This design comes from an exercise in tuning for small area, a short achievable clock period and few clock cycles on the open sky130 flow, not from production work. Power is estimated from default activity; no workload was simulated.

== main ==
==> flow/design.v <==
module ME(
    input clk,
    input rst_n,
    input block_valid,
    input area_valid,
    input [7:0] in_data,
    output logic out_valid,
    output logic signed [2:0] out_vector
);
logic [7:0] nblk [0:15];
always_ff @(posedge clk)
    if (block_valid) begin
        for (int k = 0; k < 15; k++) nblk[k] <= nblk[k+1];
        nblk[15] <= ~in_data;
    end
logic [7:0] pix [0:12];
always_ff @(posedge clk) begin
    pix[0] <= in_data;
    for (int d = 1; d < 13; d++) pix[d] <= pix[d-1];
end
logic [7:0] adv [0:15];
logic       adc [0:15];
always_ff @(posedge clk)
    for (int k = 0; k < 16; k++)
        {adc[k], adv[k]} <= {1'b0, pix[12 - 4*(k/4)]} + {1'b0, nblk[k]};
logic [3:0] plo [0:15], pmid [0:15], phi [0:15];
logic       kc1 [0:15], kc2 [0:15];
function automatic [3:0] himask(input integer s);
    himask = s == 0 ? 4'h0 : s == 1 ? 4'h1 : s <= 3 ? 4'h3 : s <= 7 ? 4'h7 : 4'hf;
endfunction
always_ff @(posedge clk)
    for (int s = 0; s < 16; s++) begin
        logic [7:0] t;
        logic [4:0] lo, mid;
        t = adv[s] ^ {8{~adc[s]}};
        if (s == 0) begin
            lo  = {1'b0, t[3:0]} + {4'd0, adc[s]};
            mid = {1'b0, t[7:4]};
            phi[s] <= 4'd0;
            kc2[s] <= 1'b0;
        end else begin
            lo  = {1'b0, plo[s-1]}  + {1'b0, t[3:0]} + {4'd0, adc[s]};
            mid = {1'b0, pmid[s-1]} + {1'b0, t[7:4]} + {4'd0, kc1[s-1]};
            phi[s] <= (phi[s-1] + {3'd0, kc2[s-1]}) & himask(s);
            kc2[s] <= mid[4];
        end
        plo[s]  <= lo[3:0];
        kc1[s]  <= lo[4];
        pmid[s] <= mid[3:0];
    end
logic [11:0] sad;
always_ff @(posedge clk)
    sad <= {phi[15], pmid[15], plo[15]} + {3'd0, kc2[15], 3'd0, kc1[15], 4'd0};
logic [5:0] idx;
logic v0, v1, v2, v3;
always_ff @(posedge clk, negedge rst_n)
    if (!rst_n) begin
        v0 <= 1'b0;
        v1 <= 1'b0;
        v2 <= 1'b0;
        v3 <= 1'b0;
    end else begin
        v0 <= area_valid;
        v1 <= v0;
        v2 <= v1;
        v3 <= v2;
    end
always_ff @(posedge clk)
    idx <= block_valid ? 6'd0 : idx + {5'd0, v3};
wire win_ok = v3 && idx[5:3] >= 3'd3 && idx[2:0] >= 3'd3;
wire first  = idx == 6'd27;
logic [11:0] nmin;    
wire better = first || sad < ~nmin;
logic [2:0] min_x, min_y;
wire [2:0] cur_x = idx[2:0] - 3'd5;    
wire [2:0] cur_y = 3'd5 - idx[5:3];    
always_ff @(posedge clk)
    if (win_ok && better) begin
        nmin    <= ~sad;
        min_x   <= cur_x;
        min_y   <= cur_y;
    end
wire last = v3 && idx == 6'd63;
logic second;
always_ff @(posedge clk, negedge rst_n)
    if (!rst_n) begin
        out_valid  <= 1'b0;
        second     <= 1'b0;
        out_vector <= 3'd0;
    end else begin
        second    <= last;
        out_valid <= last || second;
        if (last)
            out_vector <= better ? cur_x : min_x;
        else if (second)
            out_vector <= min_y;
        else
            out_vector <= 3'd0;
    end
endmodule
Settings: LEC_CHECK=0, ABC_CLOCK_PERIOD_IN_PS=2200, CAP_MARGIN=20, CORE_MARGIN=2, CORE_UTILIZATION=60, CTS_CLUSTER_DIAMETER=100, CTS_CLUSTER_SIZE=30, SETUP_SLACK_MARGIN=3.3, SLEW_MARGIN=20, TNS_END_PERCENT=100; clock period 5.5 ns.
run.sh (not shown) runs the stock make flow with config.mk's settings and CLKGATE_MAP_FILE= SYNTH_SCRIPT=/design/flow/synth_recipe.tcl, a recipe that flattens the netlist after the stock synthesis.
Changes in the feature branch relative to main:
--- a/flow/design.v
+++ b/flow/design.v
@@ -23,13 +23,13 @@
 always_ff @(posedge clk)
     for (int k = 0; k < 16; k++)
         {adc[k], adv[k]} <= {1'b0, pix[12 - 4*(k/4)]} + {1'b0, nblk[k]};
-logic [3:0] plo [0:15], pmid [0:15], phi [0:15];
-logic       kc1 [0:15], kc2 [0:15];
+logic [3:0] plo [0:14], pmid [0:14], phi [0:14];
+logic       kc1 [0:14], kc2 [0:14];
 function automatic [3:0] himask(input integer s);
     himask = s == 0 ? 4'h0 : s == 1 ? 4'h1 : s <= 3 ? 4'h3 : s <= 7 ? 4'h7 : 4'hf;
 endfunction
 always_ff @(posedge clk)
-    for (int s = 0; s < 16; s++) begin
+    for (int s = 0; s < 15; s++) begin
         logic [7:0] t;
         logic [4:0] lo, mid;
         t = adv[s] ^ {8{~adc[s]}};
@@ -50,24 +50,23 @@
     end
 logic [11:0] sad;
 always_ff @(posedge clk)
-    sad <= {phi[15], pmid[15], plo[15]} + {3'd0, kc2[15], 3'd0, kc1[15], 4'd0};
+    sad <= {phi[14], pmid[14], plo[14]} + {3'd0, kc2[14], 3'd0, kc1[14], 4'd0}
+           + {4'd0, adv[15] ^ {8{~adc[15]}}} + {11'd0, adc[15]};
 logic [5:0] idx;
-logic v0, v1, v2, v3;
+logic v0, v1, v2;
 always_ff @(posedge clk, negedge rst_n)
     if (!rst_n) begin
         v0 <= 1'b0;
         v1 <= 1'b0;
         v2 <= 1'b0;
-        v3 <= 1'b0;
     end else begin
         v0 <= area_valid;
         v1 <= v0;
         v2 <= v1;
-        v3 <= v2;
     end
 always_ff @(posedge clk)
-    idx <= block_valid ? 6'd0 : idx + {5'd0, v3};
-wire win_ok = v3 && idx[5:3] >= 3'd3 && idx[2:0] >= 3'd3;
+    idx <= block_valid ? 6'd0 : idx + {5'd0, v2};
+wire win_ok = v2 && idx[5:3] >= 3'd3 && idx[2:0] >= 3'd3;
 wire first  = idx == 6'd27;
 logic [11:0] nmin;    
 wire better = first || sad < ~nmin;
@@ -80,7 +79,7 @@
         min_x   <= cur_x;
         min_y   <= cur_y;
     end
-wire last = v3 && idx == 6'd63;
+wire last = v2 && idx == 6'd63;
 logic second;
 always_ff @(posedge clk, negedge rst_n)
     if (!rst_n) begin
## What came out
Taking main as the reference point, the per-cell routed wire length of the feature branch rises by about 0.8%.
The feature branch reports a higher critical path depth than main does.
Compared with main, in the feature branch number of multi-input logic gates has increased, final area moved down, final wirelength up 470 um.
Sequential fraction of design power, main and the feature branch: lower on the feature branch
The areal power density over the cells reported for the feature branch is greater than that of main by 1.7%.
The feature branch ends up with lower static leakage than main does.
Looking at via count across both flows, the feature branch is the weaker of the two, with main ahead.
Diff main -> the feature branch: total of cells resized after clock tree synthesis up 4; non-clock buffer count now smaller.
No run of this note included a check of the RTL's function; only the layout flow was run.

afterwards: timing with drivers on the ports:
The flow's constraints put no driver on any port. The routed layouts listed below were extracted and timed again, unchanged, in two steps. Step 1 (the two cells are an assumption about what drives the block):
set clk [get_ports {clk}]
set_driving_cell -lib_cell sky130_fd_sc_hd__clkbuf_16 $clk
set_driving_cell -lib_cell sky130_fd_sc_hd__buf_2 [delete_from_list [all_inputs] $clk]
Step 2, shift: input delay + t, output delay - t, t = (earliest + latest rising clock arrival at the registers) / 2. This alone moves slack from input paths to output paths. Slacks: ideal ports / drivers / drivers and shift; pairs: ideal ports / drivers.
run | t, ns | setup WS [ns] | worst hold slack (ns) | pins driven straight from the clock port
main | 0.623 | 3.318 / 3.263 / 2.870 | 0.329 / 0.329 / 0.329 | 1
the feature branch | 0.625 | 3.267 / 3.244 / 2.895 | 0.333 / 0.333 / 0.333 | 1
After both steps setup and hold are still met in every run listed. The setup slack of main, which loses most, moves by -0.055 ns with the drivers and by -0.448 ns with both steps.
